Background: an optimization exercise with open tools, aiming at small area. Do not read the settings as production practice. The RTL was checked by simulation tests, not by an equivalence proof against the original design. Power is estimated from default activity; no workload was simulated.

### design/flow/config.mk
export PLATFORM = sky130hd
export DESIGN_NAME = top_master
export DESIGN_NICKNAME = top_master
export VERILOG_FILES = /design/flow/design.v
export SDC_FILE = /design/flow/constraint.sdc
export NUM_CORES = 4
export LEC_CHECK = 0
export CAP_MARGIN = 20
export CORE_MARGIN = 2
export CORE_UTILIZATION = 40
export SLEW_MARGIN = 20
### design/flow/constraint.sdc
create_clock -name core_clock -period 10.0 [get_ports {sys_clk}]
set_input_delay 2.0000 -clock core_clock [delete_from_list [all_inputs] [get_ports {sys_clk}]]
set_output_delay 2.0000 -clock core_clock [all_outputs]
set_load 0.01 [all_outputs]
### design/flow/design.v
module Clk200kHzGenerator(
    input clk_100MHz,
    input rst,
    output tick_200kHz
    );
    localparam DIV = 2;    
    reg [1:0] counter;
    reg clk_reg;
    always @(posedge clk_100MHz) begin
        if (rst) begin
            counter <= 0;
            clk_reg <= 1'b1;
        end
        else if(counter == DIV) begin
            counter <= 0;
            clk_reg <= ~clk_reg;
        end
        else
            counter <= counter + 1;
    end
    assign tick_200kHz = (counter == DIV) & ~clk_reg;
endmodule
module Temperature(
    input clk,
    input tick_200kHz,
    input reset,
    input SDA_in,
    output SDA_out,
    output SCL,
    output [7:0] temp,
    output SDA_dir
    );
    reg [3:0] counter;
    reg clk_reg;
    always @(posedge clk)
        if(reset) begin
            counter <= 4'b0;
            clk_reg <= 1'b1;
        end
        else if(tick_200kHz) begin
            if(counter == 9) begin
                counter <= 4'b0;
                clk_reg <= ~clk_reg;
            end
            else
                counter <= counter + 1;
        end
    assign SCL = clk_reg;
    parameter [7:0] sensor_address_read = 8'b1001_0111;
    reg [7:0] tMSB;
    reg [7:0] tLSB;
    reg ack_bit;
    reg [11:0] count;
    reg [7:0] temp_data;
    localparam [4:0] POWER_UP   = 5'h00,
                     START      = 5'h01, 
                     SEND_ADDR6 = 5'h02,
                     SEND_ADDR5 = 5'h03,
                     SEND_ADDR4 = 5'h04,
                     SEND_ADDR3 = 5'h05,
                     SEND_ADDR2 = 5'h06,
                     SEND_ADDR1 = 5'h07,
                     SEND_ADDR0 = 5'h08,
                     SEND_RW    = 5'h09,
                     REC_ACK    = 5'h0A,
                     REC_MSB7   = 5'h0B,
                     REC_MSB6   = 5'h0C,
                     REC_MSB5   = 5'h0D,
                     REC_MSB4   = 5'h0E,
                     REC_MSB3   = 5'h0F,
                     REC_MSB2   = 5'h10,
                     REC_MSB1   = 5'h11,
                     REC_MSB0   = 5'h12,
                     SEND_ACK   = 5'h13,
                     REC_LSB7   = 5'h14,
                     REC_LSB6   = 5'h15,
                     REC_LSB5   = 5'h16,
                     REC_LSB4   = 5'h17,
                     REC_LSB3   = 5'h18,
                     REC_LSB2   = 5'h19,
                     REC_LSB1   = 5'h1A,
                     REC_LSB0   = 5'h1B,
                     NACK        = 5'h1C;
     reg [4:0] state_reg;
    wire i_bit = SDA_in;
     always @(posedge clk) begin
        if(reset) begin
            state_reg <= POWER_UP;
            count <= 12'd0;
            ack_bit <= 1'b1;
            tMSB <= 8'b0;
            tLSB <= 8'b0;
        end
        else if(tick_200kHz) begin
            count <= count + 1;
            case(state_reg)
                POWER_UP: begin
                    if(count == 12'd1999)
                        state_reg <= START;
                end
                START: begin
                    if(count == 12'd2004)
                        ack_bit <= 1'b0;
                    if(count == 12'd2013)
                        state_reg <= SEND_ADDR6;
                end
                SEND_ADDR6: begin
                    ack_bit <= sensor_address_read[7];
                    if(count == 12'd2033)
                        state_reg <= SEND_ADDR5;
                end
                SEND_ADDR5: begin
                    ack_bit <= sensor_address_read[6];
                    if(count == 12'd2053)
                        state_reg <= SEND_ADDR4;
                end
                SEND_ADDR4: begin
                    ack_bit <= sensor_address_read[5];
                    if(count == 12'd2073)
                        state_reg <= SEND_ADDR3;
                end
                SEND_ADDR3: begin
                    ack_bit <= sensor_address_read[4];
                    if(count == 12'd2093)
                        state_reg <= SEND_ADDR2;
                end
                SEND_ADDR2: begin
                    ack_bit <= sensor_address_read[3];
                    if(count == 12'd2113)
                        state_reg <= SEND_ADDR1;
                end
                SEND_ADDR1: begin
                    ack_bit <= sensor_address_read[2];
                    if(count == 12'd2133)
                        state_reg <= SEND_ADDR0;
                end
                SEND_ADDR0: begin
                    ack_bit <= sensor_address_read[1];
                    if(count == 12'd2153)
                        state_reg <= SEND_RW;
                end
                SEND_RW: begin
                    ack_bit <= sensor_address_read[0];
                    if(count == 12'd2169)
                        state_reg <= REC_ACK;
                end
                REC_ACK: begin
                    if(count == 12'd2189)
                        state_reg <= REC_MSB7;
                end
                REC_MSB7: begin
                    tMSB[7] <= i_bit;
                    if(count == 12'd2209)
                        state_reg <= REC_MSB6;
                end
                REC_MSB6: begin
                    tMSB[6] <= i_bit;
                    if(count == 12'd2229)
                        state_reg <= REC_MSB5;
                end
                REC_MSB5: begin
                    tMSB[5] <= i_bit;
                    if(count == 12'd2249)
                        state_reg <= REC_MSB4;
                end
                REC_MSB4: begin
                    tMSB[4] <= i_bit;
                    if(count == 12'd2269)
                        state_reg <= REC_MSB3;
                end
                REC_MSB3: begin
                    tMSB[3] <= i_bit;
                    if(count == 12'd2289)
                        state_reg <= REC_MSB2;
                end
                REC_MSB2: begin
                    tMSB[2] <= i_bit;
                    if(count == 12'd2309)
                        state_reg <= REC_MSB1;
                end
                REC_MSB1: begin
                    tMSB[1] <= i_bit;
                    if(count == 12'd2329)
                        state_reg <= REC_MSB0;
                end
                REC_MSB0: begin
                    tMSB[0] <= i_bit;
                    if(count == 12'd2349)
                        state_reg <= SEND_ACK;
                end
                SEND_ACK: begin
                    if(count == 12'd2369)
                        state_reg <= REC_LSB7;
                end
                REC_LSB7: begin
                    tLSB[7] <= i_bit;
                    if(count == 12'd2389)
                        state_reg <= REC_LSB6;
                end
                REC_LSB6: begin
                    tLSB[6] <= i_bit;
                    if(count == 12'd2409)
                        state_reg <= REC_LSB5;
                end
                REC_LSB5: begin
                    tLSB[5] <= i_bit;
                    if(count == 12'd2429)
                        state_reg <= REC_LSB4;
                end
                REC_LSB4: begin
                    tLSB[4] <= i_bit;
                    if(count == 12'd2449)
                        state_reg <= REC_LSB3;
                end
                REC_LSB3: begin
                    tLSB[3] <= i_bit;
                    if(count == 12'd2469)
                        state_reg <= REC_LSB2;
                end
                REC_LSB2: begin
                    tLSB[2] <= i_bit;
                    if(count == 12'd2489)
                        state_reg <= REC_LSB1;
                end
                REC_LSB1: begin
                    tLSB[1] <= i_bit;
                    if(count == 12'd2509)
                        state_reg <= REC_LSB0;
                end
                REC_LSB0: begin
                    tLSB[0] <= i_bit;
                    if(count == 12'd2529)
                        state_reg <= NACK;
                end
                NACK: begin
                    if(count == 12'd2559) begin
                        count <= 12'd2000;
                        state_reg <= START;
       	            end
                end
            endcase
        end
    end
    always @(posedge clk)
        if(reset)
            temp_data <= 8'b0;
        else if(tick_200kHz && state_reg == NACK)
            temp_data <= {tMSB[6:0], tLSB[7]};
    assign SDA_dir = (state_reg == POWER_UP || state_reg == START || state_reg == SEND_ADDR6 || state_reg == SEND_ADDR5 ||
                      state_reg == SEND_ADDR4 || state_reg == SEND_ADDR3 || state_reg == SEND_ADDR2 || state_reg == SEND_ADDR1 ||
                      state_reg == SEND_ADDR0 || state_reg == SEND_RW || state_reg == SEND_ACK || state_reg == NACK) ? 1:0;
    assign SDA_out = ack_bit;
    assign temp = temp_data;
endmodule
module sound(
    input clk,            
    input rst,
    input enable,         
    output reg buzzer     
);
    localparam SND_DIV = 149;    
    reg [7:0] counter;    
    reg [26:0] timer;     
    reg clk_2hz;          
    reg [31:0] state;     
    reg [31:0] count;     
    wire tick_2hz = (counter == SND_DIV) & ~clk_2hz;
    always @(posedge clk) begin
        if (rst) begin
            counter <= 0;
            clk_2hz <= 0;
        end else if (counter == SND_DIV) begin
            counter <= 0;
            clk_2hz <= ~clk_2hz;
        end else begin
            counter <= counter + 1;
        end
    end
    always @(posedge clk) begin
        if (rst) begin
            buzzer <= 0;
            state <= 0;
            timer <= 0;
            count <= 0;
        end else if (tick_2hz) begin
        if (enable) begin
            case (state)
                0: begin
                    buzzer <= 0;
                    timer <= 0;
                    count <= 0;
                    state <= 1;
                end
                1: begin
                    if (timer < 1) begin
                        buzzer <= 1;
                        timer <= timer + 1;
                    end else begin
                        timer <= 0;
                        buzzer <= 0;
                        state <= 2;
                        count <= count + 1;
                    end
                end
                2: begin
                    if (timer < 1) begin
                        timer <= timer + 1;
                    end else if (count == 3) begin
                        timer <= 0;
                        state <= 3;
                    end else begin
                        timer <= 0;
                        state <= 1;
                    end
                end
                3: begin
                    buzzer <= 0;
                    state <= 4;
                end
                default: begin
                    state <= 3;
                end
            endcase
        end else begin
            buzzer <= 0;
            state <= 0;
            timer <= 0;
            count <= 0;
        end
        end
    end
endmodule
module seg7_digit(input [3:0] d, output reg [6:0] seg);
always @(*)
    case(d)
        4'b0000: seg = 7'b1000000;  
        4'b0001: seg = 7'b1111001;  
        4'b0010: seg = 7'b0100100;  
        4'b0011: seg = 7'b0110000;  
        4'b0100: seg = 7'b0011001;  
        4'b0101: seg = 7'b0010010;  
        4'b0110: seg = 7'b0000010;  
        4'b0111: seg = 7'b1111000;  
        4'b1000: seg = 7'b0000000;  
        4'b1001: seg = 7'b0010000;  
        default: seg = 7'b1111111;  
    endcase
endmodule
module display_7seg_timer(sel, minutes, seconds, mode, temp_data, AN, DP, display);
   input [2:0] sel;
   input [5:0] minutes, seconds;
   input [1:0] mode;
   input [7:0] temp_data;           
   output reg [7:0] AN;
   output DP;
   output reg [6:0] display;
   wire [3:0] min_D1, min_D0, sec_D1, sec_D0, temp_D0, temp_D1;
   wire [6:0] display_min_D1, display_min_D0, display_sec_D1, display_sec_D0, display_temp_D0, display_temp_D1;
   reg [6:0] display_words_3, display_words_0;
    assign temp_D1 = temp_data / 10;            
    assign temp_D0 = temp_data % 10;            
    assign min_D1 = minutes / 10;  
    assign min_D0 = minutes % 10;  
    assign sec_D1 = seconds / 10;
    assign sec_D0 = seconds % 10;
    assign DP = 1'b1;
    seg7_digit u_min_D1(min_D1, display_min_D1);
    seg7_digit u_min_D0(min_D0, display_min_D0);
    seg7_digit u_sec_D1(sec_D1, display_sec_D1);
    seg7_digit u_sec_D0(sec_D0, display_sec_D0);
    seg7_digit u_temp_D1(temp_D1, display_temp_D1);
    seg7_digit u_temp_D0(temp_D0, display_temp_D0);
always @(*)
    begin
        case(mode)
            2'b01 : display_words_3 = 7'b1000111;  
            2'b10 : display_words_3 = 7'b0101011;  
            2'b11 : display_words_3 = 7'b0001001;  
            default : display_words_3 = 7'b0111111;
        endcase
        case(mode)
            2'b00 : display_words_0 = 7'b0111111;
            default : display_words_0 = 7'b0011100;  
        endcase
    end
always@(*)
    begin
        case(sel)
            3'b000: begin display = display_sec_D0;  AN = 8'b11111110; end
            3'b001: begin display = display_sec_D1;  AN = 8'b11111101; end
            3'b010: begin display = display_min_D0;  AN = 8'b11111011; end
            3'b011: begin display = display_min_D1;  AN = 8'b11110111; end
            3'b100: begin display = display_words_0; AN = 8'b11101111; end
            3'b101: begin display = display_temp_D0; AN = 8'b11011111; end
            3'b110: begin display = display_temp_D1; AN = 8'b10111111; end
            default: begin display = display_words_3; AN = 8'b01111111; end
        endcase
    end
endmodule
module min_sec_down_counter(pizza, potato, start, rst, clk, tick_1Hz, load_minutes, load_seconds, minutes, seconds, timerEnd);
input pizza;
input potato;
input start;  
input rst;
input clk;
input tick_1Hz;
input [5:0] load_minutes, load_seconds;  
output reg [5:0] minutes, seconds;
output reg timerEnd;
reg [31:0] i;  
reg [5:0] m1, s1;
always @(*)
    begin
        m1 = minutes;
        s1 = seconds;
        if(i == 0)
            begin
                if(pizza)    
                    m1 = load_minutes + 6'b000010;
                else if(potato)  
                    m1 = load_minutes + 6'b000101;
                else
                    m1 = load_minutes;
                s1 = load_seconds;
            end
    end
always @(posedge clk)
    begin
    if (rst)
        begin
            minutes <= 0;
            seconds <= 0;
            timerEnd <= 0;
            i <= 0;
        end
    else if (tick_1Hz)
        begin
        timerEnd <= 0;
        minutes <= m1;
        seconds <= s1;
        if(start)  
            begin
            if(m1 == 0 && s1 == 0)  
                begin
                    i <= 0;
                    timerEnd <= 1;  
                end
            else if(s1 == 6'b000000)  
                begin
                    seconds <= 6'b111011;  
                    minutes <= m1 - 1;  
                    i <= i + 2;
                end
            else
                begin
                    seconds <= s1 - 1;  
                    i <= i + 1;
                end
            end
        end
    end
endmodule
module counter_refresh(clk, rst, en, select);
input clk, rst, en;
output reg [2:0] select;
always @(posedge clk)
    if (rst)
        select <= 0;
    else if (en)  
        select <= select + 1;  
endmodule
module clk_frequency_change(clk, rst, tick_1Hz, tick_400Hz);
input clk, rst;
output tick_1Hz, tick_400Hz;
localparam SEC_HALF = 600;
localparam REF_HALF = 20;
reg clk_1Hz, clk_400Hz;
reg [9:0] counter1;
reg [4:0] counter2;
always@(posedge clk)  
    begin
    if (rst)
        begin
            counter1 <= 0;
            counter2 <= 0;
            clk_1Hz <= 0;
            clk_400Hz <= 0;
        end
    else
        begin
        counter1 <= counter1 + 1;
        counter2 <= counter2 + 1;
        if (counter1 == SEC_HALF)
            begin
                clk_1Hz <= ~clk_1Hz;  
                counter1 <= 0;   
            end
        if (counter2 == REF_HALF)
            begin
                clk_400Hz <= ~clk_400Hz;  
                counter2 <= 0;   
            end
        end
    end
assign tick_1Hz = (counter1 == SEC_HALF) & ~clk_1Hz;
assign tick_400Hz = (counter2 == REF_HALF) & ~clk_400Hz;
endmodule
module top_7seg_master(
    input sys_clk,
    input [1:0] mode,
    input rst,
    input [5:0] load_minutes,
    input [5:0] load_seconds,
    input start,
    input idle,
    input [7:0] temp_data,           
    input pizza,
    input potato,
    output [7:0] AN,
    output [6:0] display,
    output DP,
    output [5:0] minutes,
    output [5:0] seconds,
    output timerEnd
    );
wire tick_1Hz, tick_400Hz;
wire [2:0] sel;
clk_frequency_change slowerClock(sys_clk, rst, tick_1Hz, tick_400Hz);
counter_refresh refreshCounter(sys_clk, rst, tick_400Hz, sel);  
min_sec_down_counter timerCounter(pizza, potato, start, rst, sys_clk, tick_1Hz, load_minutes, load_seconds, minutes, seconds, timerEnd);
display_7seg_timer timerDisplay(sel, minutes, seconds, mode, temp_data, AN, DP, display);
endmodule
module foursixteendecoder(
    input [3:0]I,
    input start,
    input idle,
    input [1:0] mode,
    output [15:0]LED
    );
reg [15:0] tmp;
always @ (*)
begin
    if (start == 1'b1)
        begin
            case(I)
                4'b0000: tmp = 16'b0000000000000001;
                4'b0001: tmp = 16'b0000000000000010;
                4'b0010: tmp = 16'b0000000000000100;
                4'b0011: tmp = 16'b0000000000001000;
                4'b0100: tmp = 16'b0000000000010000;
                4'b0101: tmp = 16'b0000000000100000;
                4'b0110: tmp = 16'b0000000001000000;
                4'b0111: tmp = 16'b0000000010000000;
                4'b1000: tmp = 16'b0000000100000000;
                4'b1001: tmp = 16'b0000001000000000;
                4'b1010: tmp = 16'b0000010000000000;
                4'b1011: tmp = 16'b0000100000000000;
                4'b1100: tmp = 16'b0001000000000000;
                4'b1101: tmp = 16'b0010000000000000;
                4'b1110: tmp = 16'b0100000000000000;
                4'b1111: tmp = 16'b1000000000000000;
              default: tmp = 16'b0000000000000000;
            endcase
        end
    else
        begin
            case(mode)
                2'b01: tmp = 16'b0000000000000001;  
                2'b10: tmp = 16'b0000000000000011;  
                2'b11: tmp = 16'b0000000000000111;  
              default: tmp = 16'b0001111111111000;
            endcase
        end
end
assign LED = tmp;
endmodule
module udalt_counter(
    input Clk,
    input reset,en,
    output [3:0]count
    );
    reg [3:0]temp;
    reg UD;  
    always @(posedge Clk)
    begin
    if(reset)
        begin
        UD <= 1'b0;
        temp <= 4'd0;
        end
    else
        begin
        if(en)
            begin
            if(UD)
                begin
                if(temp > 4'd0)
                temp <= temp - 1;
                else
                    begin
                    UD <= 1'b0;
                    temp <= temp + 1;
                    end
                end
            else
                begin
                if(temp < 4'd15)
                temp <= temp + 1;
                else
                    begin
                    UD <= 1'b1;
                    temp <= temp - 1;
                    end
                end
            end
        end
    end
    assign count = temp;
endmodule
module mux_32to1(
    input [7:0]c,
    input [4:0]sw,
    output o
    );
    assign o = c[sw[2:0]];
endmodule
module sys_counter(
    input Clk,Rst,En,
    output [7:0]count
    );
    reg [7:0]temp;
    always @(posedge Clk)
    begin
    if(Rst)
    temp <= 8'd0;
    else
        if(En)
        temp <= temp + 8'd1;
    end
    assign count = temp;
endmodule
module clock_manage(
    input sys_clk,rst,en,
    input [4:0]sw,
    output out_clk
    );
    wire [7:0]inClk;
    sys_counter a(.Clk(sys_clk),.Rst(rst),.En(en),.count(inClk));
    mux_32to1 b(.c(inClk),.sw(sw),.o(out_clk));
endmodule
module led_mode_select(
    input [1:0]mode,
    output reg [4:0]compareNUM
    );
    always @(*)  
    begin
        case(mode)
        2'b01: compareNUM = 5'd7;  
        2'b10: compareNUM = 5'd6;  
        2'b11: compareNUM = 5'd5;  
        default: compareNUM = 5'd6;
        endcase
    end
endmodule
module top_LED_master(
    input sys_clk, sys_rst,
    input mini_rst,
    input start, idle,
    input [1:0]mode,  
    output [15:0]LED  
    );
    wire [4:0]compareSW;  
    wire out_clk;
    reg out_clk_q;
    led_mode_select A(.mode(mode),.compareNUM(compareSW));  
    clock_manage B(.sys_clk(sys_clk),.rst(sys_rst),.en(1'b1),.sw(compareSW),.out_clk(out_clk));  
    always @(posedge sys_clk)
        if (sys_rst) out_clk_q <= 1'b0;
        else out_clk_q <= out_clk;
    wire [3:0]i;
    udalt_counter C(.Clk(sys_clk),.reset(mini_rst),.en(out_clk & ~out_clk_q),.count(i));
    foursixteendecoder D(.I(i),.mode(mode),.start(start),.idle(idle),.LED(LED));
endmodule
module btn_mode_select(
    input clk,           
    input rst,           
    input start,         
    input idle,          
    input btn_up,        
    input btn_dwn,       
    output [1:0] mode    
    );
reg [1:0] modereg;                
reg [2:0] state;         
reg [2:0] next_state;    
assign mode = modereg;
always @ (posedge clk)           
begin
    if (rst)                     
        state <= 3'b010;         
    else if (idle)               
        state <= next_state;      
end
always @ (*)        
begin
next_state = state;
case (state)                                 
    3'b010:                                 
      begin
            if (btn_up)                          
                next_state = 3'b100;              
            else if (btn_dwn)                    
                next_state = 3'b001;               
      end
    3'b100:                                   
      begin
            if (btn_up)                          
                next_state = 3'b001;               
            else if (btn_dwn)                    
                next_state = 3'b010;            
      end
    3'b001:                                    
      begin
            if (btn_up)                          
                next_state = 3'b010;            
            else if (btn_dwn)                    
                next_state = 3'b100;              
      end
    default: next_state = 3'b010;
endcase
end
always @(*)                      
begin
case (state)                         
    3'b001: modereg = 2'b01;              
    3'b010: modereg = 2'b10;           
    3'b100: modereg = 2'b11;             
    default: modereg = 2'b10;
endcase
end
endmodule
module btn_start_button(
    input clk,               
    input rst,               
    input btn_start,         
    input timerEnd,          
    output start,            
    output idle              
    );
reg startreg;           
reg idlereg;            
always @ (posedge clk)           
begin
    if (rst)                         
        begin
            startreg <= 'b0;            
            idlereg <= 'b1;
        end
    else if (btn_start)          
        begin
            startreg <= ~startreg;       
            idlereg <= ~idlereg;
        end
    if (timerEnd)                
        begin
            startreg <= 'b0;        
            idlereg <= 'b1;
        end
end
assign start = startreg;
assign idle = idlereg;
endmodule
module edge_detector(
input clk,
    input rst,
    input level,
    output p_edge, n_edge, _edge
    );
reg state;
reg next_state;
parameter s0 = 0;
parameter s1 = 1;
always @(posedge clk)
begin
    if(rst)
        state <= s0;
    else
        state <= next_state;
end
always @(*)
begin
    case(state)
        s0:
            begin
                if(level)
                    next_state = s1;
                else
                    next_state = s0;
            end
        s1:
            begin
                if(level)
                    next_state = s1;
                else
                    next_state = s0;
            end
      default: next_state = s0;
    endcase
end
assign p_edge = (state == 0) & level;
assign n_edge = (state == s1) & ~level;
assign _edge = p_edge | n_edge;
endmodule
module timer_parameter #(parameter FINAL_VALUE = 1999999)(
    input clk,
    input rst,
    input en,
    output done
    );
    localparam BITS = $clog2(FINAL_VALUE);
reg [BITS - 1:0] Q_reg, Q_next;
always @ (posedge clk)
begin
    if (rst)
        Q_reg <= 'b0;
    else if(en)
        Q_reg <= Q_next;
    else
        Q_reg <= Q_reg;
end
assign done = Q_reg == FINAL_VALUE;
always @(*)
    Q_next = done? 'b0: Q_reg + 1;
endmodule
module debouncer_delayed_fsm(
    input clk,
    input rst,
    input noisy,
    input timer_done,
    output timer_reset,
    output debounced
    );
reg [1:0] state, next_state;
parameter s0 = 0, s1 = 1, s2 = 2, s3 = 3;
always @(posedge clk)
begin
    if(rst)
        state <= 0;
    else
        state <= next_state;
end
always @(*)
begin
    next_state = state;
    case(state)
        s0:
            begin
                if(~noisy)
                    next_state = s0;
                else if (noisy)
                    next_state = s1;
            end
        s1:
            begin
                if(~noisy)
                    next_state = s0;
                else if (noisy & ~timer_done)
                    next_state = s1;
                else if (noisy & timer_done)
                    next_state = s2;
            end
        s2:
            begin
                if(~noisy)
                    next_state = s3;
                else if (noisy)
                    next_state = s2;
            end
        s3:
            begin
                if(noisy)
                    next_state = s2;
                else if (~noisy & ~timer_done)
                    next_state = s3;
                else if (~noisy & timer_done)
                    next_state = s0;
            end
      default: next_state = s0;
    endcase
end
assign timer_reset = (state == s0) | (state == s2);
assign debounced = (state == s2) | (state == s3);
endmodule
module debouncer_delayed(
    input clk, rst,
    input noisy,
    output debounced
    );
wire timer_done, timer_reset;
debouncer_delayed_fsm FSM(
    .clk(clk),
    .rst(rst),
    .noisy(noisy),
    .timer_done(timer_done),
    .timer_reset(timer_reset),
    .debounced(debounced)
    );
timer_parameter #(.FINAL_VALUE(19)) T(
    .clk(clk),
    .rst(rst | timer_reset),
    .en(~timer_reset),
    .done(timer_done)
    );
endmodule
module posedge_button_debounced(
    input clk, rst,
    input btn,
    output debounced,
    output p_edge, n_edge, _edge
    );
debouncer_delayed DD(
    .clk(clk),
    .rst(rst),
    .noisy(btn),
    .debounced(debounced)
    );
edge_detector ED(
    .clk(clk),
    .rst(rst),
    .level(debounced),
    .p_edge(p_edge),
    .n_edge(n_edge),
    ._edge(_edge)
    );
endmodule
module top_button_master(
    input clk,
    input rst,
    input timerEnd,
    input btn_up,
    input btn_dwn,
    input btn_start,
    output [1:0] mode,
    output start,
    output idle
    );
wire s;
wire i;
assign start = s;
assign idle = i;
wire up_debounced, down_debounced, start_debounced;
posedge_button_debounced buttonUp(
    .clk(clk),
    .rst(rst),
    .btn(btn_up),
    .debounced(),
    .p_edge(up_debounced),
    .n_edge(),
    ._edge()
    );
posedge_button_debounced buttonDown(
    .clk(clk),
    .rst(rst),
    .btn(btn_dwn),
    .debounced(),
    .p_edge(down_debounced),
    .n_edge(),
    ._edge()
    );
posedge_button_debounced buttonStart(
    .clk(clk),
    .rst(rst),
    .btn(btn_start),
    .debounced(),
    .p_edge(start_debounced),
    .n_edge(),
    ._edge()
    );
btn_start_button startButton(
    .clk(clk),
    .rst(rst),
    .btn_start(start_debounced),
    .timerEnd(timerEnd),
    .start(s),
    .idle(i)
    );
btn_mode_select modeSelect(
    .clk(clk),
    .rst(rst),
    .start(s),
    .idle(i),
    .btn_up(up_debounced),
    .btn_dwn(down_debounced),
    .mode(mode)
    );
endmodule
module top_btn_LED_master(
    input sys_clk, sys_rst,
    input mini_rst,
    input timerEnd,
    input btn_up,
    input btn_dwn,
    input btn_start,
    output [15:0] LED,
    output [1:0] mode,
    output start,
    output idle
    );
wire s;
wire i;
wire [1:0] modes;
assign start = s;
assign idle = i;
assign mode = modes;
top_button_master btnMaster(
    .clk(sys_clk),
    .rst(sys_rst),
    .timerEnd(timerEnd),
    .btn_up(btn_up),
    .btn_dwn(btn_dwn),
    .btn_start(btn_start),
    .mode(modes),
    .start(s),
    .idle(i)
    );
top_LED_master LEDMaster(
    .sys_clk(sys_clk),
    .sys_rst(sys_rst),
    .mini_rst(mini_rst),
    .start(s),
    .idle(i),
    .mode(modes),
    .LED(LED)
    );
endmodule
module top_master(
    input sys_clk,
    input sys_rst,
    input btn_up,
    input btn_dwn,
    input btn_start,
    input pizza,
    input potato,
    input [5:0] load_minutes,     
    input [5:0] load_seconds,     
    input temp_SDA_in,            
    output [7:0] AN,              
    output [6:0] display,         
    output DP,                    
    output [15:0] LED,            
    output start,
    output idle,
    output temp_SDA_out,          
    output temp_SDA_oe,           
    output temp_SCL,              
    output buzzer                 
);
    wire timer_done;
    wire [1:0] modes;
    wire timerEnd;
    wire s;
    wire i;
    wire [5:0] minutes, seconds;
    wire tick_200kHz;                
    wire [7:0] temp_data;            
    assign start = s;
    assign idle = i;
    assign timer_done = (timerEnd == 1 && minutes == 6'd0 && seconds == 6'd0);   
    top_btn_LED_master btnLEDMaster (
        .sys_clk(sys_clk),
        .sys_rst(sys_rst),
        .mini_rst(sys_rst),
        .timerEnd(timerEnd),
        .btn_up(btn_up),
        .btn_dwn(btn_dwn),
        .btn_start(btn_start),
        .LED(LED),
        .mode(modes),
        .start(s),
        .idle(i)
    );
    top_7seg_master ssegMaster (
        .sys_clk(sys_clk),
        .mode(modes),
        .rst(sys_rst),
        .load_minutes(load_minutes),
        .load_seconds(load_seconds),
        .start(s),
        .idle(i),
        .AN(AN),
        .display(display),
        .DP(DP),
        .timerEnd(timerEnd),
        .minutes(minutes),
        .seconds(seconds),
        .pizza(pizza),
        .potato(potato),
        .temp_data(temp_data)
    );
    sound beep_generator (
        .clk(sys_clk),
        .rst(sys_rst),
        .enable(timer_done),    
        .buzzer(buzzer)
    );
    Temperature temp_sensor(
        .clk(sys_clk),
        .tick_200kHz(tick_200kHz),
        .reset(sys_rst),
        .temp(temp_data),
        .SDA_in(temp_SDA_in),
        .SDA_out(temp_SDA_out),
        .SDA_dir(temp_SDA_oe),
        .SCL(temp_SCL)
    );
    Clk200kHzGenerator cgen(
        .clk_100MHz(sys_clk),
        .rst(sys_rst),
        .tick_200kHz(tick_200kHz)
    );
endmodule
### design/flow/run.sh
#!/bin/bash
# synth_recipe.tcl (not shown) runs the flow's synth.tcl, then flattens the netlist and writes it again
# the make line also repeats each setting of config.mk as NAME=value (left out here)
make -C /OpenROAD-flow-scripts/flow DESIGN_CONFIG=/design/flow/config.mk WORK_HOME=/design/flow/orfs CLKGATE_MAP_FILE= SYNTH_SCRIPT=/design/flow/synth_recipe.tcl finish
==> notes.md <==
-- kinds of logic (layout without fill, tap and decap cells) --
family / Yosys count / after routing
and+or+nand+nor: 875 / 875
DFF: 238 / 238
AOI/OAI and AO/OA: 399 / 399
buffers and inverters: 185 / 190
adders and majority gates: 75 / 75
other: 1 / 1
muxes: 39 / 39
xor gates and xnor gates: 123 / 123
-- metrics by stage --
step / cell area, um2 / worst slack, ns
after floorplan: 15000 / 4.11
final: 16700 / 2.59
after global placement: 15800 / 3.34
after CTS: 16700 / 2.64
after global routing: 16700 / 2.17
after detailed placement: 15800 / 3.23
-- worst reg2reg max path: cells and delay by family (launching register included) --
family / cells / cell delay (ns)
simple gates: 7 / 2.31
compound gates: 3 / 1.08
fa+ha+maj: 2 / 0.44
buf+inv: 2 / 0.39
flops: 1 / 0.35
xor+xnor: 1 / 0.17
-- layout make-up --
type	instances	area share [%]
Timing Repair Buffer	65	3.75
Clock buffer	38	4.71
Inverter	79	1.78
Tap cell	474	3.55
Clock inverter	8	0.862
Sequential cell	238	28.5
Multi-Input combinational cell	1512	56.8
-- report_power, final --
group	switching (W)	leakage, nW	internal [W]
Sequential	0.0000195	1.92	0.000964
Clock	0.000380	0.460	0.000645
Combinational	0.0000743	3.82	0.0000539
Total	0.000474	6.21	0.00166
-- metal layers --
layer	global-route usage, %	vias to the layer above
met5	0	-
met4	4.96	0
met3	2.10	62
met2	30.1	266
met1	25.9	6297
li1	-	6849
-- cell usage in the layout (no fill, tap or decap), types with 8 or more instances in the layout --
master / synthesis / layout
sky130_fd_sc_hd__nand2_1: 159 / 159
sky130_fd_sc_hd__xor2_1: 72 / 72
sky130_fd_sc_hd__nand4_1: 36 / 36
sky130_fd_sc_hd__nand2b_1: 30 / 30
sky130_fd_sc_hd__nor2_1: 274 / 274
sky130_fd_sc_hd__nand3_1: 100 / 100
sky130_fd_sc_hd__clkdlybuf4s50_1: 0 / 55
sky130_fd_sc_hd__a211oi_1: 25 / 25
sky130_fd_sc_hd__dfxtp_1: 238 / 237
sky130_fd_sc_hd__a21o_1: 10 / 10
sky130_fd_sc_hd__nor2b_1: 37 / 37
sky130_fd_sc_hd__nor3b_1: 8 / 8
sky130_fd_sc_hd__a22oi_1: 11 / 11
sky130_fd_sc_hd__o2111ai_1: 10 / 10
sky130_fd_sc_hd__a211o_1: 8 / 8
sky130_fd_sc_hd__o21a_1: 10 / 10
sky130_fd_sc_hd__ha_1: 74 / 74
sky130_fd_sc_hd__o22ai_1: 12 / 12
sky130_fd_sc_hd__xnor2_1: 51 / 51
sky130_fd_sc_hd__and2_1: 17 / 17
sky130_fd_sc_hd__a21oi_1: 113 / 113
sky130_fd_sc_hd__nor3_1: 49 / 49
sky130_fd_sc_hd__and4_1: 12 / 12
sky130_fd_sc_hd__o21ai_0: 73 / 73
sky130_fd_sc_hd__o211ai_1: 16 / 16
sky130_fd_sc_hd__buf_4: 6 / 10
sky130_fd_sc_hd__nor4_1: 33 / 33
sky130_fd_sc_hd__or3_1: 19 / 19
sky130_fd_sc_hd__a31oi_1: 25 / 25
sky130_fd_sc_hd__mux2i_1: 35 / 35
sky130_fd_sc_hd__inv_1: 76 / 76
sky130_fd_sc_hd__a41oi_1: 8 / 8
sky130_fd_sc_hd__clkbuf_16: 0 / 27
sky130_fd_sc_hd__o31ai_1: 10 / 10
sky130_fd_sc_hd__and3_1: 38 / 38
-- how the worst max path moves through the flow --
stage / endpoint / from / depth (start not counted)
CTS: display[1] / temp_sensor.temp_data[5] / 18
finish: display[1] / temp_sensor.temp_data[5] / 18
global route: display[1] / temp_sensor.temp_data[5] / 18
global placement: display[1] / temp_sensor.temp_data[5] / 18
detailed placement: display[1] / temp_sensor.temp_data[5] / 18
floorplan: display[1] / temp_sensor.temp_data[6] / 19
==> results.rst <==
.. list-table::
   :header-rows: 1

   * - Metric
     - Value
   * - Number of hold buffers added after cts
     - 0
   * - Clock tree sinks
     - 238
   * - Overflow left after global routing
     - 0
   * - Worst clock skew
     - 0.0149 ns
   * - Vert. Die Dim
     - 198 um
   * - HPWL reported at the end of detailed placement
     - 26000 um
   * - Layout cell share with drive strength beyond 1
     - 5.10%
   * - Proportion of synthesized flip-flops having asynchronous set or reset
     - 0%
   * - Largest fanout on the critical path
     - 12
   * - Detailed-route wire length on metal 1
     - 17800 um
   * - First-pass GRT wire length
     - 61300 um
   * - Worst R2R End
     - ssegMaster.timerCounter.i[21]
   * - Residual DRC count
     - 0
   * - Startpoint type of the worst setup path
     - flop
   * - Count of flip-flops with a built-in enable after synthesis
     - 0
   * - Clock buffers created by TritonCTS
     - 26
   * - Mux cell area share after synthesis
     - 2.65%
   * - Wire length on met2
     - 16200 um
   * - Worst-case reg-to-reg path depth
     - 15
   * - Status
     - complete, no violations
   * - Start of the worst register-to-register path
     - ssegMaster.timerCounter.i[1]
   * - Number of max-cap violations
     - 0
   * - Pre-antenna DRT Iters
     - 5
   * - Post-cts gate resize count
     - 0
   * - Clk buf depth
     - 3
   * - Number of buffers and inverters on the critical path
     - 3
   * - Pin count of the biggest net entering global routing
     - 77
   * - Synthesized Nets
     - 2029
   * - Cell types occupying the most area after synthesis
     - sky130_fd_sc_hd__dfxtp_1 (32%), sky130_fd_sc_hd__nor2_1 (6.8%), sky130_fd_sc_hd__ha_1 (6.2%)
   * - Time the worst path needs with I/O delays and setup
     - 7.41 ns
   * - Critical Path Slowest Stage Cell
     - sky130_fd_sc_hd__clkdlybuf4s50_1
   * - Worst IR drop on VDD
     - 0.113 mV
   * - Gate count of the mapped netlist
     - 1935
   * - Count of final hold-check violations
     - 0
   * - Worst min-delay path class
     - reg2reg
   * - Post-synthesis sequential element count
     - 238
   * - Endpoint kind of the worst setup timing path
     - output pin
   * - Number of standard cells in the layout, taps in and fillers out
     - 2414
   * - Final setup viols
     - 0
   * - Warning count from the yosys run
     - 18
   * - Data required time at the worst endpoint
     - 8.00 ns
   * - Top achievable clock speed
     - 135 MHz
   * - Master cell of the clock root buffer
     - sky130_fd_sc_hd__clkbuf_16
   * - Mapped Avg Cell Area
     - 7.77 um2
   * - Vias/cell
     - 5.58
   * - Amount of wire on met3 after detailed routing
     - 1570 um
   * - Port-buffer cells
     - 56
   * - Area growth from synthesis to final layout
     - 11.0%
   * - Most numerous cell on the critical path
     - sky130_fd_sc_hd__ha_1
   * - Slew @ Worst Pin
     - 1.03 ns
   * - Top Registers
     - beep_generator.count x32, ssegMaster.timerCounter.i x32, beep_generator.timer x27
   * - Worst Hold Path Cells
     - 1
   * - Biggest cell delay along the critical path
     - 0.54 ns
   * - Initial antenna violation count
     - 0
   * - Top cell type by total area after synthesis
     - sky130_fd_sc_hd__dfxtp_1
   * - Vias in the first global route
     - 12445
   * - Share of the core filled with cells
     - 44.8%
   * - Seq/Total Area, Yosys
     - 31.7%
   * - Total Negative Setup Slacks
     - 0 ns
   * - Final clock period utilization by the worst path
     - 74.1%
   * - Parity-gate share of the synthesized area counting xor and xnor cells
     - 7.16%
   * - Final weighted congestion in routability-driven placement
     - 0.896
   * - Setup repair after global routing missed its margin
     - no
   * - R2R setup slack
     - 5.13 ns
   * - Starting Density
     - 40.3%
   * - Post-synthesis simple-gate area fraction
     - 29.4%
   * - Library cells used by synthesis
     - 102
   * - IO Pins
     - 58
   * - Total detailed-routing wirelength
     - 36300 um
   * - Post-detailed-route wirelength per cell
     - 15.0 um
   * - Total power
     - 0.00214 W
   * - Core Area
     - 0.0373 mm2
   * - Cells along the critical path
     - nor2_1, inv_1, ha_1, nand2b_1, o21ai_1, a31oi_2, o211ai_2, a211o_2, inv_2, maj3_1, o21ai_0, nand2_1, xnor2_1, ha_1, or2_1, a21oi_1, o22a_1, clkdlybuf4s50_1
   * - Source-to-sink clock delay at the later pin of the worst-skew pair
     - 0.53 ns
   * - Total area of sequential cells
     - 0.00477 mm2
   * - Antenna Diode Count
     - 0
   * - WHS Endpoint
     - cgen.counter[0]
   * - Adder-cell share of the synthesized area
     - 6.22%
   * - Die footprint
     - 0.0392 mm2
   * - Cell type group with the largest total delay on the critical path
     - compound AO/OA/AOI/OAI gates
   * - Mapped cell area
     - 0.0150 mm2
   * - Worst hold slack
     - 0.421 ns
   * - Number of max-slew violations in the final report
     - 0
   * - Area used by multi-input combinational logic
     - 0.00949 mm2
   * - Number of placement rows
     - 71
   * - Filler cells
     - 3745
   * - Launch point of the worst hold path
     - cgen.counter[0]
   * - Most frequent cell after synthesis
     - sky130_fd_sc_hd__nor2_1
   * - Worst-case headroom to the max-slew limit
     - 31.6%
   * - WP data arrival
     - 5.41 ns
   * - Number of routed nets with antenna violations
     - 0
   * - Power per standard cell area
     - 128 mW/mm2
   * - Iter 0 DRT Violations
     - 773
   * - Post-synth top cells
     - sky130_fd_sc_hd__nor2_1 (274), sky130_fd_sc_hd__dfxtp_1 (238), sky130_fd_sc_hd__nand2_1 (159), sky130_fd_sc_hd__a21oi_1 (113), sky130_fd_sc_hd__nand3_1 (100)
   * - Main combinational cell family by area after synthesis
     - simple AND/OR/NAND/NOR gates
   * - Highest metal used
     - met4
   * - Top-area cell type share of the netlist area
     - 31.7%
   * - Static Leak
     - 6.21 nW
   * - Number of vias in the routed layout
     - 13474
   * - Placed instance count
     - 2368
   * - Post-layout nets
     - 2016
   * - Combined global-route utilization of all metal layers
     - 18.5%
   * - Predominant post-synthesis flop cell
     - sky130_fd_sc_hd__dfxtp_1
   * - CP Class
     - reg2out
   * - Clock tree from TritonCTS
     - done
   * - Number of setup buffers added after CTS
     - 0
   * - Complex-gate fraction of the synthesized area
     - 17.6%
   * - Horiz. Die Dim
     - 198 um
   * - CTS clock-pin slew for the worst setup and hold paths
     - 0.06 ns
   * - Number of levels the H-tree was split into
     - 1

-- afterwards: timing with drivers on the ports --
No port has a modelled driver above. Below, the same layout with a new extraction and two added sets of constraints.
Step 1 assumes that a clkbuf_16 drives the clock port and a buf_2 every other input.
Step 2, shift: input delay + t, output delay - t, t = (earliest + latest rising clock arrival at the registers) / 2. This alone moves slack from input paths to output paths.
Three values: ideal, step 1, step 2; two values: the first two.
shift t [ns]: 0.577
setup slack, ns: 2.588 / 2.536 / 3.114
worst setup path after step 2: register to output
worst data-port slew with drivers (ns): 0.06
After both steps this run still meets setup and hold. For this run, drivers alone change the setup slack by -0.052 ns; drivers and shift together by +0.526 ns.
